This design comes from an exercise in tuning for small area, a short achievable clock period and few clock cycles on the open sky130 flow, not from production work. Where RTL was checked, it was by simulation tests only, not by an equivalence proof against the original.

==> build 97 <==
==> flow/design.v (excerpt) <==
module LearningMachine(input clk,rst, start, input [6:0] x1Data,x2Data, input [1:0] tData, output[1:0] signYin, output[13:0] w1,w2,b,Yin,output ReadEn, Ready);
==> flow/config.mk <==
export PLATFORM = sky130hd
export DESIGN_NAME = LearningMachine
export DESIGN_NICKNAME = LearningMachine
export VERILOG_FILES = /design/flow/design.v
export SDC_FILE = /design/flow/constraint.sdc
export NUM_CORES = 4
export LEC_CHECK = 0
export ABC_CLOCK_PERIOD_IN_PS = 5000
export CAP_MARGIN = 20
export CORE_MARGIN = 2
export CORE_UTILIZATION = 40
export SETUP_SLACK_MARGIN = 5
export SLEW_MARGIN = 20
export SYNTH_HIERARCHICAL = 1
export SYNTH_MINIMUM_KEEP_SIZE = 0
==> flow/constraint.sdc <==
create_clock -name core_clock -period 12.0 [get_ports {clk}]
set_input_delay 2.4000 -clock core_clock [delete_from_list [all_inputs] [get_ports {clk}]]
set_output_delay 2.4000 -clock core_clock [all_outputs]
set_load 0.01 [all_outputs]
standard.sh (not shown) runs the stock make flow with config.mk's settings and CLKGATE_MAP_FILE= SYNTH_SCRIPT=/design/flow/synth_recipe.tcl, a recipe that flattens the netlist after the stock synthesis.
==> flow/flow/run.sh <==
#!/bin/bash
set -euo pipefail
bash standard.sh SETUP_SLACK_MARGIN=8 'BUFFER_PORTS_ARGS=-buffer_cell sky130_fd_sc_hd__buf_1' finish > standard_make.log 2>&1
==> build 74: changes against build 97 <==
--- a/flow/design.v
+++ b/flow/design.v
@@ -307,13 +307,13 @@
 module LearningMachine(input clk,rst, start, input [6:0] x1Data,x2Data, input [1:0] tData, output[1:0] signYin, output[13:0] w1,w2,b,Yin,output ReadEn, Ready);
   reg busy, rdEn, valid;
   reg xlast, flag;
   reg [7:0] cnt;      
   reg [6:0] x1, x2;
+  reg [3:0] o1, o2;      
+  reg [2:0] tw1, tw2;    
   reg t;
-  wire [3:0] o1, o2;      
-  wire [2:0] tw1, tw2;    
   reg [11:0] u1, u2;
   reg [7:0] v;
   reg [13:0] yReg;
   wire [13:0] ya, yb;
   wire [11:0] u1n, u2n;
@@ -929,17 +929,27 @@
   wire mis = yzero | yt[13];
   wire upd = valid & mis;
   wire clr = ~busy & start;
   wire [7:0] vn = v + {{6{t}}, ~t, 1'b1};    
   wire last = (cnt == 8'd14);
-  wire [6:0] bd1, bd2;
-  LM_bdec dec1(x1, bd1);
-  LM_bdec dec2(x2, bd2);
-  assign o1 = bd1[3:0]; assign tw1 = bd1[6:4];
-  assign o2 = bd2[3:0]; assign tw2 = bd2[6:4];
+  function [6:0] booth(input [6:0] x);
+    reg [8:0] e;
+    integer i;
+    begin
+      e = {x[6], x, 1'b0};
+      for (i = 0; i < 4; i = i + 1)
+        booth[i] = e[2*i+1] ^ e[2*i];
+      for (i = 0; i < 3; i = i + 1)
+        booth[4+i] = (e[2*i+2] & ~e[2*i+1] & ~e[2*i]) | (~e[2*i+2] & e[2*i+1] & e[2*i]);
+    end
+  endfunction
+  wire [6:0] bd1 = booth(x1Data);
+  wire [6:0] bd2 = booth(x2Data);
   always @(posedge clk) begin
     x1 <= x1Data; x2 <= x2Data; t <= tData[1];
+    o1 <= bd1[3:0]; tw1 <= bd1[6:4];
+    o2 <= bd2[3:0]; tw2 <= bd2[6:4];
   end
   always @(posedge clk) begin
     if (!busy) begin
       xlast <= 1'b0; flag <= 1'b0; cnt <= 8'd1;
     end else begin
@@ -981,24 +991,10 @@
   assign Yin = yReg;
   assign signYin = {yReg[13], 1'b1};
   assign ReadEn = rdEn;
   assign Ready = ~busy;
 endmodule
-module LM_bdec(input [6:0] x, output [6:0] d);
-  function [6:0] booth(input [6:0] x);
-    reg [8:0] e;
-    integer i;
-    begin
-      e = {x[6], x, 1'b0};
-      for (i = 0; i < 4; i = i + 1)
-        booth[i] = e[2*i+1] ^ e[2*i];
-      for (i = 0; i < 3; i = i + 1)
-        booth[4+i] = (e[2*i+2] & ~e[2*i+1] & ~e[2*i]) | (~e[2*i+2] & e[2*i+1] & e[2*i]);
-    end
-  endfunction
-  assign d = booth(x);
-endmodule
 module LM_fa(input a, b, c, output s, co);
   assign s = a ^ b ^ c;
   assign co = (a & b) | (a & c) | (b & c);
 endmodule
 module LM_ha(input a, b, output s, co);
==> flow/flow/run.sh (replaced) <==
#!/bin/bash
set -euo pipefail
bash standard.sh SETUP_SLACK_MARGIN=8.5 'BUFFER_PORTS_ARGS=-buffer_cell sky130_fd_sc_hd__buf_1' finish > standard_make.log 2>&1
==> comparison table <==
quantity                                                               build 97                 build 74
Run status                                     no timing/DRC/antenna violations  no timing/DRC/antenna violations
WL met2                                                               12,100 µm                11,100 µm
Synth warnings                                                                9                        8
DRC marker count from the first detailed-route iteration                    416                      396
Multi-input gates                                                           708                      707
Path depth of the worst reg2reg path                                         23                       18
Number of cell rows                                                          53                       54
Final clock skew                                                        9.92 ps                  12.0 ps
Synthesis-stage register bit count                                           74                       86
Startpoint of the worst setup timing path                         x2[5]$_DFF_P_          u1[9]$_DFF_PP0_
Routed vias/inst                                                           5.31                     5.27
Most frequent cell on the critical path                   sky130_fd_sc_hd__fa_2  sky130_fd_sc_hd__a21o_1
Post-synthesis mux area share                                             1.09%                   0.936%
Area of the mapped netlist                                          0.00865 mm²              0.00883 mm²
CP max FO                                                                     7                        6
Worst Setup Slack, final                                                6650 ps                  7050 ps
Compound-cell area share of the yosys netlist                             15.1%                    14.8%
Slew Limit Headroom                                                       50.7%                    53.9%
Sequential fraction of total cell area                                    15.9%                    18.6%
Part of the Yosys area used for sequential elements                       20.0%                    22.3%
Testbench counts of build 74, summed over its fixed seeds: cycles 145,544.
For build 97, only the layout was checked, not whether the RTL still works.

========
==> build 3: inputs <==
LearningMachine, a different RTL version from the one above (not shown whole).
export LEC_CHECK = 0
export ABC_CLOCK_PERIOD_IN_PS = 5000
export CAP_MARGIN = 20
export CORE_MARGIN = 2
export CORE_UTILIZATION = 40
export SETUP_SLACK_MARGIN = 5
export SLEW_MARGIN = 20
export SYNTH_HIERARCHICAL = 1
export SYNTH_MINIMUM_KEEP_SIZE = 0
create_clock -name core_clock -period 12.0 [get_ports {clk}]
==> flow/flow/run.sh <==
#!/bin/bash
set -euo pipefail
bash standard.sh SETUP_SLACK_MARGIN=7 'BUFFER_PORTS_ARGS=-buffer_cell sky130_fd_sc_hd__buf_1' finish > standard_make.log 2>&1
==> build 63: changes against build 3 <==
--- a/flow/design.v
+++ b/flow/design.v
@@ -856,28 +856,26 @@
   LM_x2 xt100(x1[3], x2[3], t100);
   LM_x2 xs101(t100, n3, s101);
   LM_mj mc102(x1[3], x2[3], n3, c102);
   LM_x2 xt103(x1[5], x2[5], t103);
   LM_x2 xs104(t103, n5, s104);
   LM_mj mc105(x1[5], x2[5], n5, c105);
-  LM_x2 xs106(n6, n17, s106);
-  assign c107 = n6 & n17;
+  LM_ha hs106(n6, n17, s106, c107);
   LM_x2 xt108(x2[6], n7, t108);
   LM_x2 xs109(t108, n18, s109);
   LM_mj mc110(x2[6], n7, n18, c110);
   LM_x2 xt111(n29, n39, t111);
   LM_x2 xs112(t111, n57, s112);
   LM_mj mc113(n29, n39, n57, c113);
   LM_x2 xt114(n8, n19, t114);
   LM_x2 xs115(t114, n30, s115);
   LM_mj mc116(n8, n19, n30, c116);
   LM_x2 xt117(n40, n41, t117);
   LM_x2 xs118(t117, n58, s118);
   LM_mj mc119(n40, n41, n58, c119);
-  LM_x2 xs120(n69, n80, s120);
-  assign c121 = n69 & n80;
+  LM_ha hs120(n69, n80, s120, c121);
   LM_x2 xt122(v[0], n9, t122);
   LM_x2 xs123(t122, n20, s123);
   LM_mj mc124(v[0], n9, n20, c124);
   LM_x2 xt125(n31, n42, t125);
   LM_x2 xs126(t125, n59, s126);
   LM_mj mc127(n31, n42, n59, c127);
@@ -923,38 +921,34 @@
   LM_x2 xt167(1'b1, v[5], t167);
   LM_x2 xs168(t167, n25, s168);
   LM_mj mc169(1'b1, v[5], n25, c169);
   LM_x2 xt170(n36, n47, t170);
   LM_x2 xs171(t170, n75, s171);
   LM_mj mc172(n36, n47, n75, c172);
-  LM_x2 xs173(n86, n96, s173);
-  assign c174 = n86 & n96;
+  LM_ha hs173(n86, n96, s173, c174);
   LM_x2 xt175(1'b1, v[6], t175);
   LM_x2 xs176(t175, n26, s176);
   LM_mj mc177(1'b1, v[6], n26, c177);
   LM_x2 xt178(n37, n48, t178);
   LM_x2 xs179(t178, n76, s179);
   LM_mj mc180(n37, n48, n76, c180);
-  LM_x2 xs181(n87, n97, s181);
-  assign c182 = n87 & n97;
+  LM_ha hs181(n87, n97, s181, c182);
   LM_x2 xt183(v[7], n38, t183);
   LM_x2 xs184(t183, n49, s184);
   LM_mj mc185(v[7], n38, n49, c185);
-  LM_x2 xs186(n88, n98, s186);
-  assign c187 = n88 & n98;
+  LM_ha hs186(n88, n98, s186, c187);
   LM_x2 xt188(n14, n50, t188);
   LM_x2 xs189(t188, n53, s189);
   LM_mj mc190(n14, n50, n53, c190);
   LM_x2 xt191(n4, n15, t191);
   LM_x2 xs192(t191, n54, s192);
   LM_mj mc193(n4, n15, n54, c193);
   LM_x2 xt194(n16, n27, t194);
   LM_x2 xs195(t194, n55, s195);
   LM_mj mc196(n16, n27, n55, c196);
-  LM_x2 xs197(n66, n77, s197);
-  assign c198 = n66 & n77;
+  LM_ha hs197(n66, n77, s197, c198);
   LM_x2 xt199(n28, n56, t199);
   LM_x2 xs200(t199, n67, s200);
   LM_mj mc201(n28, n56, n67, c201);
   LM_x2 xt202(n78, s106, t202);
   LM_x2 xs203(t202, c105, s203);
   LM_mj mc204(n78, s106, c105, c204);
@@ -1015,14 +1009,13 @@
   LM_x2 xt259(t, c182, t259);
   LM_x2 xs260(t259, s186, s260);
   LM_mj mc261(t, c182, s186, c261);
   LM_x2 xt262(c177, c180, t262);
   LM_x2 xs263(t262, s184, s263);
   LM_mj mc264(c177, c180, s184, c264);
-  LM_x2 xs265(n64, n99, s265);
-  assign c266 = n64 & n99;
+  LM_ha hs265(n64, n99, s265, c266);
   LM_x2 xt267(n65, c102, t267);
   LM_x2 xs268(t267, c190, s268);
   LM_mj mc269(n65, c102, c190, c269);
   LM_x2 xt270(s197, c193, t270);
   LM_x2 xs271(t270, s104, s271);
   LM_mj mc272(s197, c193, s104, c272);
@@ -1056,14 +1049,13 @@
   LM_x2 xt300(c249, s254, t300);
   LM_x2 xs301(t300, c252, s301);
   LM_mj mc302(c249, s254, c252, c302);
   LM_x2 xt303(c255, s260, t303);
   LM_x2 xs304(t303, c258, s304);
   LM_mj mc305(c255, s260, c258, c305);
-  LM_x2 xs306(s265, s101, s306);
-  assign c307 = s265 & s101;
+  LM_ha hs306(s265, s101, s306, c307);
   LM_x2 xt308(c266, s192, t308);
   LM_x2 xs309(t308, s268, s309);
   LM_mj mc310(c266, s192, s268, c310);
   LM_x2 xt311(s195, c269, t311);
   LM_x2 xs312(t311, s271, s312);
   LM_mj mc313(s195, c269, s271, c313);
@@ -1099,40 +1091,26 @@
   LM_mj mc343(s257, c299, s301, c343);
   LM_x2 xt344(s263, c302, t344);
   LM_x2 xs345(t344, s304, s345);
   LM_mj mc346(s263, c302, s304, c346);
   assign ya = {c343, c340, c337, c334, c331, c328, c325, c322, c319, c316, c313, c310, c307, s306};
   assign yb = {s345, s342, s339, s336, s333, s330, s327, s324, s321, s318, s315, s312, s309, s189};
-  LM_x2 xs347(s306, s189, s347);
-  assign c348 = s306 & s189;
-  LM_x2 xs349(c307, s309, s349);
-  assign c350 = c307 & s309;
-  LM_x2 xs351(c310, s312, s351);
-  assign c352 = c310 & s312;
-  LM_x2 xs353(c313, s315, s353);
-  assign c354 = c313 & s315;
-  LM_x2 xs355(c316, s318, s355);
-  assign c356 = c316 & s318;
-  LM_x2 xs357(c319, s321, s357);
-  assign c358 = c319 & s321;
-  LM_x2 xs359(c322, s324, s359);
-  assign c360 = c322 & s324;
-  LM_x2 xs361(c325, s327, s361);
-  assign c362 = c325 & s327;
-  LM_x2 xs363(c328, s330, s363);
-  assign c364 = c328 & s330;
-  LM_x2 xs365(c331, s333, s365);
-  assign c366 = c331 & s333;
-  LM_x2 xs367(c334, s336, s367);
-  assign c368 = c334 & s336;
-  LM_x2 xs369(c337, s339, s369);
-  assign c370 = c337 & s339;
-  LM_x2 xs371(c340, s342, s371);
-  assign c372 = c340 & s342;
-  LM_x2 xs373(c343, s345, s373);
-  assign c374 = c343 & s345;
+  LM_ha hs347(s306, s189, s347, c348);
+  LM_ha hs349(c307, s309, s349, c350);
+  LM_ha hs351(c310, s312, s351, c352);
+  LM_ha hs353(c313, s315, s353, c354);
+  LM_ha hs355(c316, s318, s355, c356);
+  LM_ha hs357(c319, s321, s357, c358);
+  LM_ha hs359(c322, s324, s359, c360);
+  LM_ha hs361(c325, s327, s361, c362);
+  LM_ha hs363(c328, s330, s363, c364);
+  LM_ha hs365(c331, s333, s365, c366);
+  LM_ha hs367(c334, s336, s367, c368);
+  LM_ha hs369(c337, s339, s369, c370);
+  LM_ha hs371(c340, s342, s371, c372);
+  LM_ha hs373(c343, s345, s373, c374);
   LM_g qg375(c350, s349, c348, g375);
   LM_gp qg377(c354, s353, c352, s351, g377, p378);
   LM_gp qg379(c358, s357, c356, s355, g379, p380);
   LM_gp qg381(c362, s361, c360, s359, g381, p382);
   LM_gp qg383(c366, s365, c364, s363, g383, p384);
   LM_gp qg385(c370, s369, c368, s367, g385, p386);
==> flow/flow/run.sh (replaced) <==
#!/bin/bash
set -euo pipefail
bash standard.sh SETUP_SLACK_MARGIN=7.5 'BUFFER_PORTS_ARGS=-buffer_cell sky130_fd_sc_hd__buf_1' finish > standard_make.log 2>&1
==> build 69: changes against build 3 <==
--- a/flow/design.v
+++ b/flow/design.v
@@ -856,28 +856,26 @@
   LM_x2 xt100(x1[3], x2[3], t100);
   LM_x2 xs101(t100, n3, s101);
   LM_mj mc102(x1[3], x2[3], n3, c102);
   LM_x2 xt103(x1[5], x2[5], t103);
   LM_x2 xs104(t103, n5, s104);
   LM_mj mc105(x1[5], x2[5], n5, c105);
-  LM_x2 xs106(n6, n17, s106);
-  assign c107 = n6 & n17;
+  LM_ha hs106(n6, n17, s106, c107);
   LM_x2 xt108(x2[6], n7, t108);
   LM_x2 xs109(t108, n18, s109);
   LM_mj mc110(x2[6], n7, n18, c110);
   LM_x2 xt111(n29, n39, t111);
   LM_x2 xs112(t111, n57, s112);
   LM_mj mc113(n29, n39, n57, c113);
   LM_x2 xt114(n8, n19, t114);
   LM_x2 xs115(t114, n30, s115);
   LM_mj mc116(n8, n19, n30, c116);
   LM_x2 xt117(n40, n41, t117);
   LM_x2 xs118(t117, n58, s118);
   LM_mj mc119(n40, n41, n58, c119);
-  LM_x2 xs120(n69, n80, s120);
-  assign c121 = n69 & n80;
+  LM_ha hs120(n69, n80, s120, c121);
   LM_x2 xt122(v[0], n9, t122);
   LM_x2 xs123(t122, n20, s123);
   LM_mj mc124(v[0], n9, n20, c124);
   LM_x2 xt125(n31, n42, t125);
   LM_x2 xs126(t125, n59, s126);
   LM_mj mc127(n31, n42, n59, c127);
@@ -923,38 +921,34 @@
   LM_x2 xt167(1'b1, v[5], t167);
   LM_x2 xs168(t167, n25, s168);
   LM_mj mc169(1'b1, v[5], n25, c169);
   LM_x2 xt170(n36, n47, t170);
   LM_x2 xs171(t170, n75, s171);
   LM_mj mc172(n36, n47, n75, c172);
-  LM_x2 xs173(n86, n96, s173);
-  assign c174 = n86 & n96;
+  LM_ha hs173(n86, n96, s173, c174);
   LM_x2 xt175(1'b1, v[6], t175);
   LM_x2 xs176(t175, n26, s176);
   LM_mj mc177(1'b1, v[6], n26, c177);
   LM_x2 xt178(n37, n48, t178);
   LM_x2 xs179(t178, n76, s179);
   LM_mj mc180(n37, n48, n76, c180);
-  LM_x2 xs181(n87, n97, s181);
-  assign c182 = n87 & n97;
+  LM_ha hs181(n87, n97, s181, c182);
   LM_x2 xt183(v[7], n38, t183);
   LM_x2 xs184(t183, n49, s184);
   LM_mj mc185(v[7], n38, n49, c185);
-  LM_x2 xs186(n88, n98, s186);
-  assign c187 = n88 & n98;
+  LM_ha hs186(n88, n98, s186, c187);
   LM_x2 xt188(n14, n50, t188);
   LM_x2 xs189(t188, n53, s189);
   LM_mj mc190(n14, n50, n53, c190);
   LM_x2 xt191(n4, n15, t191);
   LM_x2 xs192(t191, n54, s192);
   LM_mj mc193(n4, n15, n54, c193);
   LM_x2 xt194(n16, n27, t194);
   LM_x2 xs195(t194, n55, s195);
   LM_mj mc196(n16, n27, n55, c196);
-  LM_x2 xs197(n66, n77, s197);
-  assign c198 = n66 & n77;
+  LM_ha hs197(n66, n77, s197, c198);
   LM_x2 xt199(n28, n56, t199);
   LM_x2 xs200(t199, n67, s200);
   LM_mj mc201(n28, n56, n67, c201);
   LM_x2 xt202(n78, s106, t202);
   LM_x2 xs203(t202, c105, s203);
   LM_mj mc204(n78, s106, c105, c204);
@@ -1015,14 +1009,13 @@
   LM_x2 xt259(t, c182, t259);
   LM_x2 xs260(t259, s186, s260);
   LM_mj mc261(t, c182, s186, c261);
   LM_x2 xt262(c177, c180, t262);
   LM_x2 xs263(t262, s184, s263);
   LM_mj mc264(c177, c180, s184, c264);
-  LM_x2 xs265(n64, n99, s265);
-  assign c266 = n64 & n99;
+  LM_ha hs265(n64, n99, s265, c266);
   LM_x2 xt267(n65, c102, t267);
   LM_x2 xs268(t267, c190, s268);
   LM_mj mc269(n65, c102, c190, c269);
   LM_x2 xt270(s197, c193, t270);
   LM_x2 xs271(t270, s104, s271);
   LM_mj mc272(s197, c193, s104, c272);
@@ -1056,14 +1049,13 @@
   LM_x2 xt300(c249, s254, t300);
   LM_x2 xs301(t300, c252, s301);
   LM_mj mc302(c249, s254, c252, c302);
   LM_x2 xt303(c255, s260, t303);
   LM_x2 xs304(t303, c258, s304);
   LM_mj mc305(c255, s260, c258, c305);
-  LM_x2 xs306(s265, s101, s306);
-  assign c307 = s265 & s101;
+  LM_ha hs306(s265, s101, s306, c307);
   LM_x2 xt308(c266, s192, t308);
   LM_x2 xs309(t308, s268, s309);
   LM_mj mc310(c266, s192, s268, c310);
   LM_x2 xt311(s195, c269, t311);
   LM_x2 xs312(t311, s271, s312);
   LM_mj mc313(s195, c269, s271, c313);
@@ -1099,40 +1091,26 @@
   LM_mj mc343(s257, c299, s301, c343);
   LM_x2 xt344(s263, c302, t344);
   LM_x2 xs345(t344, s304, s345);
   LM_mj mc346(s263, c302, s304, c346);
   assign ya = {c343, c340, c337, c334, c331, c328, c325, c322, c319, c316, c313, c310, c307, s306};
   assign yb = {s345, s342, s339, s336, s333, s330, s327, s324, s321, s318, s315, s312, s309, s189};
-  LM_x2 xs347(s306, s189, s347);
-  assign c348 = s306 & s189;
-  LM_x2 xs349(c307, s309, s349);
-  assign c350 = c307 & s309;
-  LM_x2 xs351(c310, s312, s351);
-  assign c352 = c310 & s312;
-  LM_x2 xs353(c313, s315, s353);
-  assign c354 = c313 & s315;
-  LM_x2 xs355(c316, s318, s355);
-  assign c356 = c316 & s318;
-  LM_x2 xs357(c319, s321, s357);
-  assign c358 = c319 & s321;
-  LM_x2 xs359(c322, s324, s359);
-  assign c360 = c322 & s324;
-  LM_x2 xs361(c325, s327, s361);
-  assign c362 = c325 & s327;
-  LM_x2 xs363(c328, s330, s363);
-  assign c364 = c328 & s330;
-  LM_x2 xs365(c331, s333, s365);
-  assign c366 = c331 & s333;
-  LM_x2 xs367(c334, s336, s367);
-  assign c368 = c334 & s336;
-  LM_x2 xs369(c337, s339, s369);
-  assign c370 = c337 & s339;
-  LM_x2 xs371(c340, s342, s371);
-  assign c372 = c340 & s342;
-  LM_x2 xs373(c343, s345, s373);
-  assign c374 = c343 & s345;
+  LM_ha hs347(s306, s189, s347, c348);
+  LM_ha hs349(c307, s309, s349, c350);
+  LM_ha hs351(c310, s312, s351, c352);
+  LM_ha hs353(c313, s315, s353, c354);
+  LM_ha hs355(c316, s318, s355, c356);
+  LM_ha hs357(c319, s321, s357, c358);
+  LM_ha hs359(c322, s324, s359, c360);
+  LM_ha hs361(c325, s327, s361, c362);
+  LM_ha hs363(c328, s330, s363, c364);
+  LM_ha hs365(c331, s333, s365, c366);
+  LM_ha hs367(c334, s336, s367, c368);
+  LM_ha hs369(c337, s339, s369, c370);
+  LM_ha hs371(c340, s342, s371, c372);
+  LM_ha hs373(c343, s345, s373, c374);
   LM_g qg375(c350, s349, c348, g375);
   LM_gp qg377(c354, s353, c352, s351, g377, p378);
   LM_gp qg379(c358, s357, c356, s355, g379, p380);
   LM_gp qg381(c362, s361, c360, s359, g381, p382);
   LM_gp qg383(c366, s365, c364, s363, g383, p384);
   LM_gp qg385(c370, s369, c368, s367, g385, p386);
==> flow/flow/run.sh (replaced) <==
#!/bin/bash
set -euo pipefail
bash standard.sh SETUP_SLACK_MARGIN=8.5 'BUFFER_PORTS_ARGS=-buffer_cell sky130_fd_sc_hd__buf_1' finish > standard_make.log 2>&1
==> build 55: changes against build 3 <==
--- a/flow/design.v
+++ b/flow/design.v
@@ -751,12 +751,26 @@
   wire y432;
   wire y433;
   wire y434;
   wire y435;
   wire y436;
   wire y437;
+  wire z438;
+  wire z439;
+  wire z440;
+  wire z441;
+  wire z442;
+  wire z443;
+  wire z444;
+  wire z445;
+  wire z446;
+  wire z447;
+  wire z448;
+  wire z449;
+  wire z450;
+  wire z451;
   assign n1 = ((o1[0] & u1[0])) ^ x1[1];
   assign n2 = ((o1[0] & u1[1]) | (tw1[0] & u1[0])) ^ x1[1];
   assign n3 = ((o1[0] & u1[2]) | (tw1[0] & u1[1])) ^ x1[1];
   assign n4 = ((o1[0] & u1[3]) | (tw1[0] & u1[2])) ^ x1[1];
   assign n5 = ((o1[0] & u1[4]) | (tw1[0] & u1[3])) ^ x1[1];
   assign n6 = ((o1[0] & u1[5]) | (tw1[0] & u1[4])) ^ x1[1];
@@ -856,28 +870,26 @@
   LM_x2 xt100(x1[3], x2[3], t100);
   LM_x2 xs101(t100, n3, s101);
   LM_mj mc102(x1[3], x2[3], n3, c102);
   LM_x2 xt103(x1[5], x2[5], t103);
   LM_x2 xs104(t103, n5, s104);
   LM_mj mc105(x1[5], x2[5], n5, c105);
-  LM_x2 xs106(n6, n17, s106);
-  assign c107 = n6 & n17;
+  LM_ha hs106(n6, n17, s106, c107);
   LM_x2 xt108(x2[6], n7, t108);
   LM_x2 xs109(t108, n18, s109);
   LM_mj mc110(x2[6], n7, n18, c110);
   LM_x2 xt111(n29, n39, t111);
   LM_x2 xs112(t111, n57, s112);
   LM_mj mc113(n29, n39, n57, c113);
   LM_x2 xt114(n8, n19, t114);
   LM_x2 xs115(t114, n30, s115);
   LM_mj mc116(n8, n19, n30, c116);
   LM_x2 xt117(n40, n41, t117);
   LM_x2 xs118(t117, n58, s118);
   LM_mj mc119(n40, n41, n58, c119);
-  LM_x2 xs120(n69, n80, s120);
-  assign c121 = n69 & n80;
+  LM_ha hs120(n69, n80, s120, c121);
   LM_x2 xt122(v[0], n9, t122);
   LM_x2 xs123(t122, n20, s123);
   LM_mj mc124(v[0], n9, n20, c124);
   LM_x2 xt125(n31, n42, t125);
   LM_x2 xs126(t125, n59, s126);
   LM_mj mc127(n31, n42, n59, c127);
@@ -923,38 +935,34 @@
   LM_x2 xt167(1'b1, v[5], t167);
   LM_x2 xs168(t167, n25, s168);
   LM_mj mc169(1'b1, v[5], n25, c169);
   LM_x2 xt170(n36, n47, t170);
   LM_x2 xs171(t170, n75, s171);
   LM_mj mc172(n36, n47, n75, c172);
-  LM_x2 xs173(n86, n96, s173);
-  assign c174 = n86 & n96;
+  LM_ha hs173(n86, n96, s173, c174);
   LM_x2 xt175(1'b1, v[6], t175);
   LM_x2 xs176(t175, n26, s176);
   LM_mj mc177(1'b1, v[6], n26, c177);
   LM_x2 xt178(n37, n48, t178);
   LM_x2 xs179(t178, n76, s179);
   LM_mj mc180(n37, n48, n76, c180);
-  LM_x2 xs181(n87, n97, s181);
-  assign c182 = n87 & n97;
+  LM_ha hs181(n87, n97, s181, c182);
   LM_x2 xt183(v[7], n38, t183);
   LM_x2 xs184(t183, n49, s184);
   LM_mj mc185(v[7], n38, n49, c185);
-  LM_x2 xs186(n88, n98, s186);
-  assign c187 = n88 & n98;
+  LM_ha hs186(n88, n98, s186, c187);
   LM_x2 xt188(n14, n50, t188);
   LM_x2 xs189(t188, n53, s189);
   LM_mj mc190(n14, n50, n53, c190);
   LM_x2 xt191(n4, n15, t191);
   LM_x2 xs192(t191, n54, s192);
   LM_mj mc193(n4, n15, n54, c193);
   LM_x2 xt194(n16, n27, t194);
   LM_x2 xs195(t194, n55, s195);
   LM_mj mc196(n16, n27, n55, c196);
-  LM_x2 xs197(n66, n77, s197);
-  assign c198 = n66 & n77;
+  LM_ha hs197(n66, n77, s197, c198);
   LM_x2 xt199(n28, n56, t199);
   LM_x2 xs200(t199, n67, s200);
   LM_mj mc201(n28, n56, n67, c201);
   LM_x2 xt202(n78, s106, t202);
   LM_x2 xs203(t202, c105, s203);
   LM_mj mc204(n78, s106, c105, c204);
@@ -1015,14 +1023,13 @@
   LM_x2 xt259(t, c182, t259);
   LM_x2 xs260(t259, s186, s260);
   LM_mj mc261(t, c182, s186, c261);
   LM_x2 xt262(c177, c180, t262);
   LM_x2 xs263(t262, s184, s263);
   LM_mj mc264(c177, c180, s184, c264);
-  LM_x2 xs265(n64, n99, s265);
-  assign c266 = n64 & n99;
+  LM_ha hs265(n64, n99, s265, c266);
   LM_x2 xt267(n65, c102, t267);
   LM_x2 xs268(t267, c190, s268);
   LM_mj mc269(n65, c102, c190, c269);
   LM_x2 xt270(s197, c193, t270);
   LM_x2 xs271(t270, s104, s271);
   LM_mj mc272(s197, c193, s104, c272);
@@ -1056,14 +1063,13 @@
   LM_x2 xt300(c249, s254, t300);
   LM_x2 xs301(t300, c252, s301);
   LM_mj mc302(c249, s254, c252, c302);
   LM_x2 xt303(c255, s260, t303);
   LM_x2 xs304(t303, c258, s304);
   LM_mj mc305(c255, s260, c258, c305);
-  LM_x2 xs306(s265, s101, s306);
-  assign c307 = s265 & s101;
+  LM_ha hs306(s265, s101, s306, c307);
   LM_x2 xt308(c266, s192, t308);
   LM_x2 xs309(t308, s268, s309);
   LM_mj mc310(c266, s192, s268, c310);
   LM_x2 xt311(s195, c269, t311);
   LM_x2 xs312(t311, s271, s312);
   LM_mj mc313(s195, c269, s271, c313);
@@ -1099,40 +1105,26 @@
   LM_mj mc343(s257, c299, s301, c343);
   LM_x2 xt344(s263, c302, t344);
   LM_x2 xs345(t344, s304, s345);
   LM_mj mc346(s263, c302, s304, c346);
   assign ya = {c343, c340, c337, c334, c331, c328, c325, c322, c319, c316, c313, c310, c307, s306};
   assign yb = {s345, s342, s339, s336, s333, s330, s327, s324, s321, s318, s315, s312, s309, s189};
-  LM_x2 xs347(s306, s189, s347);
-  assign c348 = s306 & s189;
-  LM_x2 xs349(c307, s309, s349);
-  assign c350 = c307 & s309;
-  LM_x2 xs351(c310, s312, s351);
-  assign c352 = c310 & s312;
-  LM_x2 xs353(c313, s315, s353);
-  assign c354 = c313 & s315;
-  LM_x2 xs355(c316, s318, s355);
-  assign c356 = c316 & s318;
-  LM_x2 xs357(c319, s321, s357);
-  assign c358 = c319 & s321;
-  LM_x2 xs359(c322, s324, s359);
-  assign c360 = c322 & s324;
-  LM_x2 xs361(c325, s327, s361);
-  assign c362 = c325 & s327;
-  LM_x2 xs363(c328, s330, s363);
-  assign c364 = c328 & s330;
-  LM_x2 xs365(c331, s333, s365);
-  assign c366 = c331 & s333;
-  LM_x2 xs367(c334, s336, s367);
-  assign c368 = c334 & s336;
-  LM_x2 xs369(c337, s339, s369);
-  assign c370 = c337 & s339;
-  LM_x2 xs371(c340, s342, s371);
-  assign c372 = c340 & s342;
-  LM_x2 xs373(c343, s345, s373);
-  assign c374 = c343 & s345;
+  LM_ha hs347(s306, s189, s347, c348);
+  LM_ha hs349(c307, s309, s349, c350);
+  LM_ha hs351(c310, s312, s351, c352);
+  LM_ha hs353(c313, s315, s353, c354);
+  LM_ha hs355(c316, s318, s355, c356);
+  LM_ha hs357(c319, s321, s357, c358);
+  LM_ha hs359(c322, s324, s359, c360);
+  LM_ha hs361(c325, s327, s361, c362);
+  LM_ha hs363(c328, s330, s363, c364);
+  LM_ha hs365(c331, s333, s365, c366);
+  LM_ha hs367(c334, s336, s367, c368);
+  LM_ha hs369(c337, s339, s369, c370);
+  LM_ha hs371(c340, s342, s371, c372);
+  LM_ha hs373(c343, s345, s373, c374);
   LM_g qg375(c350, s349, c348, g375);
   LM_gp qg377(c354, s353, c352, s351, g377, p378);
   LM_gp qg379(c358, s357, c356, s355, g379, p380);
   LM_gp qg381(c362, s361, c360, s359, g381, p382);
   LM_gp qg383(c366, s365, c364, s363, g383, p384);
   LM_gp qg385(c370, s369, c368, s367, g385, p386);
@@ -1166,21 +1158,36 @@
   assign y433 = s365 ^ g413;
   assign y434 = s367 ^ g415;
   assign y435 = s369 ^ g417;
   assign y436 = s371 ^ g419;
   assign y437 = s373 ^ g421;
   assign yt = {y437, y436, y435, y434, y433, y432, y431, y430, y429, y428, y427, y426, y425, s347};
+  assign z438 = s349 ^ (c348 | s347);
+  assign z439 = s351 ^ (c350 | s349);
+  assign z440 = s353 ^ (c352 | s351);
+  assign z441 = s355 ^ (c354 | s353);
+  assign z442 = s357 ^ (c356 | s355);
+  assign z443 = s359 ^ (c358 | s357);
+  assign z444 = s361 ^ (c360 | s359);
+  assign z445 = s363 ^ (c362 | s361);
+  assign z446 = s365 ^ (c364 | s363);
+  assign z447 = s367 ^ (c366 | s365);
+  assign z448 = s369 ^ (c368 | s367);
+  assign z449 = s371 ^ (c370 | s369);
+  assign z450 = s373 ^ (c372 | s371);
+  assign z451 = z450 ^ t;
+  assign zx = {z451, z449, z448, z447, z446, z445, z444, z443, z442, z441, z440, z439, z438, s347};
   wire [5:0] xl1 = x1[5:0] ^ {6{t}};
   wire xs1 = x1[6] ^ t;
   assign u1n = u1 + {4'd0, ~xs1, xs1, xl1} + {4'd0, ~xs1, xl1, t} + {4'b1111, 6'd0, t, 1'b0};
   wire [5:0] xl2 = x2[5:0] ^ {6{t}};
   wire xs2 = x2[6] ^ t;
   assign u2n = u2 + {4'd0, ~xs2, xs2, xl2} + {4'd0, ~xs2, xl2, t} + {4'b1111, 6'd0, t, 1'b0};
   wire [13:0] yt;    
   wire [13:0] y = {yt[13] ^ t, yt[12:0]};
-  wire [13:0] zx = ya ^ yb ^ {ya[12:0] | yb[12:0], 1'b0} ^ {t, 13'd0};
+  wire [13:0] zx;
   wire yzero = ~|zx;
   wire mis = yzero | yt[13];
   wire upd = valid & mis;
   wire clr = ~busy & start;
   wire [7:0] vn = v + {{6{t}}, ~t, 1'b1};    
   wire last = (cnt == 8'd14);
==> results.sh <==
export IMPL_n_tap_cell=319
export IMPL_synth_compound_area_share_pct=13.81
export IMPL_netlist_area_mm2=0.009442
export IMPL_synthAdderAreaFrac_pct=19.43
export IMPL_status="complete, no violations"
export IMPL_nClkBuffers=10
export IMPL_holdWs_ns=0.4789
export IMPL_via_per_inst=5.086
export IMPL_cp_num_cells=21
(the above is from build 69)
==> results.sh <==
export IMPL_status="complete, no violations"
export IMPL_synthAdderAreaFrac_pct=19.43
export IMPL_holdWs_ns=0.4619
export IMPL_place_area_mm2=0.009812
export IMPL_via_per_inst=5.089
export IMPL_top_regs="yReg: 14 flops, u1: 12 flops, u2: 12 flops"
export IMPL_nClkBuffers=11
export IMPL_worstHoldPathType="reg2reg"
export IMPL_synth_compound_area_share_pct=13.81
export IMPL_netlist_area_mm2=0.009442
(the above is from build 63)
==> results.sh <==
export IMPL_status="complete, no violations"
export IMPL_nClkBuffers=9
export IMPL_synthAdderAreaFrac_pct=17.94
export IMPL_path_cells="buf_2, a22oi_1, xnor2_1, xor2_1, xor2_1, maj3_2, maj3_2, xor2_1, xor2_2, ha_4, and2_1, a21o_1, a21o_1, a21o_1, xnor2_2, o31ai_4, buf_12, nand2_8, mux2_1, a21o_1"
export IMPL_via_per_inst=5.202
export IMPL_cp_num_cells=20
export IMPL_drcViolationCount=0
export IMPL_holdWs_ns=0.4660
(the above is from build 55)
==> results.sh <==
export IMPL_cp_num_cells=17
export IMPL_synthAdderAreaFrac_pct=17.91
export IMPL_status="complete, no violations"
export IMPL_synth_compound_area_share_pct=14.33
export IMPL_nClkBuffers=11
export IMPL_n_tap_cell=319
export IMPL_via_per_inst=5.079
export IMPL_netlist_area_mm2=0.009615
export IMPL_holdWs_ns=0.4670
(the above is from build 3)
Testbench counts of build 63, summed over its fixed seeds: cycles 145,544.
Testbench counts of build 69, summed over its fixed seeds: cycles 145,544.
Function not checked in build 3 and build 55: the RTL went through the layout flow alone.

## re-timing with driven ports
No port has a modelled driver above. Below, the same layouts with a new extraction and two added sets of constraints.
Step 1, drivers: a clkbuf_16 drives clk and a buf_2 each remaining input, both assumed.
Step 2 moves the port delays by t, midway between the first and last clock arrival at a register: inputs arrive t later, outputs are due t later. That takes back most of the time a late clock gives input paths.
a / b / c = ideal / step 1 / step 2; a / b = the first two.
run | t, ns | setup WS [ns] | worst hold slack (ns) | latest minus earliest clock arrival (ns)
build 97 | 0.392 | 6.650 / 6.650 / 6.650 | 0.482 / 0.482 / 0.482 | 0.010 / 0.010
build 74 | 0.397 | 7.046 / 7.046 / 7.046 | 0.461 / 0.461 / 0.461 | 0.013 / 0.013
build 3 | 0.402 | 7.211 / 7.211 / 7.211 | 0.467 / 0.467 / 0.467 | 0.010 / 0.010
build 63 | 0.402 | 7.409 / 7.409 / 7.409 | 0.462 / 0.462 / 0.462 | 0.009 / 0.009
build 69 | 0.393 | 7.366 / 7.366 / 7.366 | 0.479 / 0.479 / 0.479 | 0.010 / 0.010
build 55 | 0.398 | 7.158 / 7.158 / 7.158 | 0.466 / 0.466 / 0.466 | 0.009 / 0.009
After both steps every run listed still meets setup and hold.
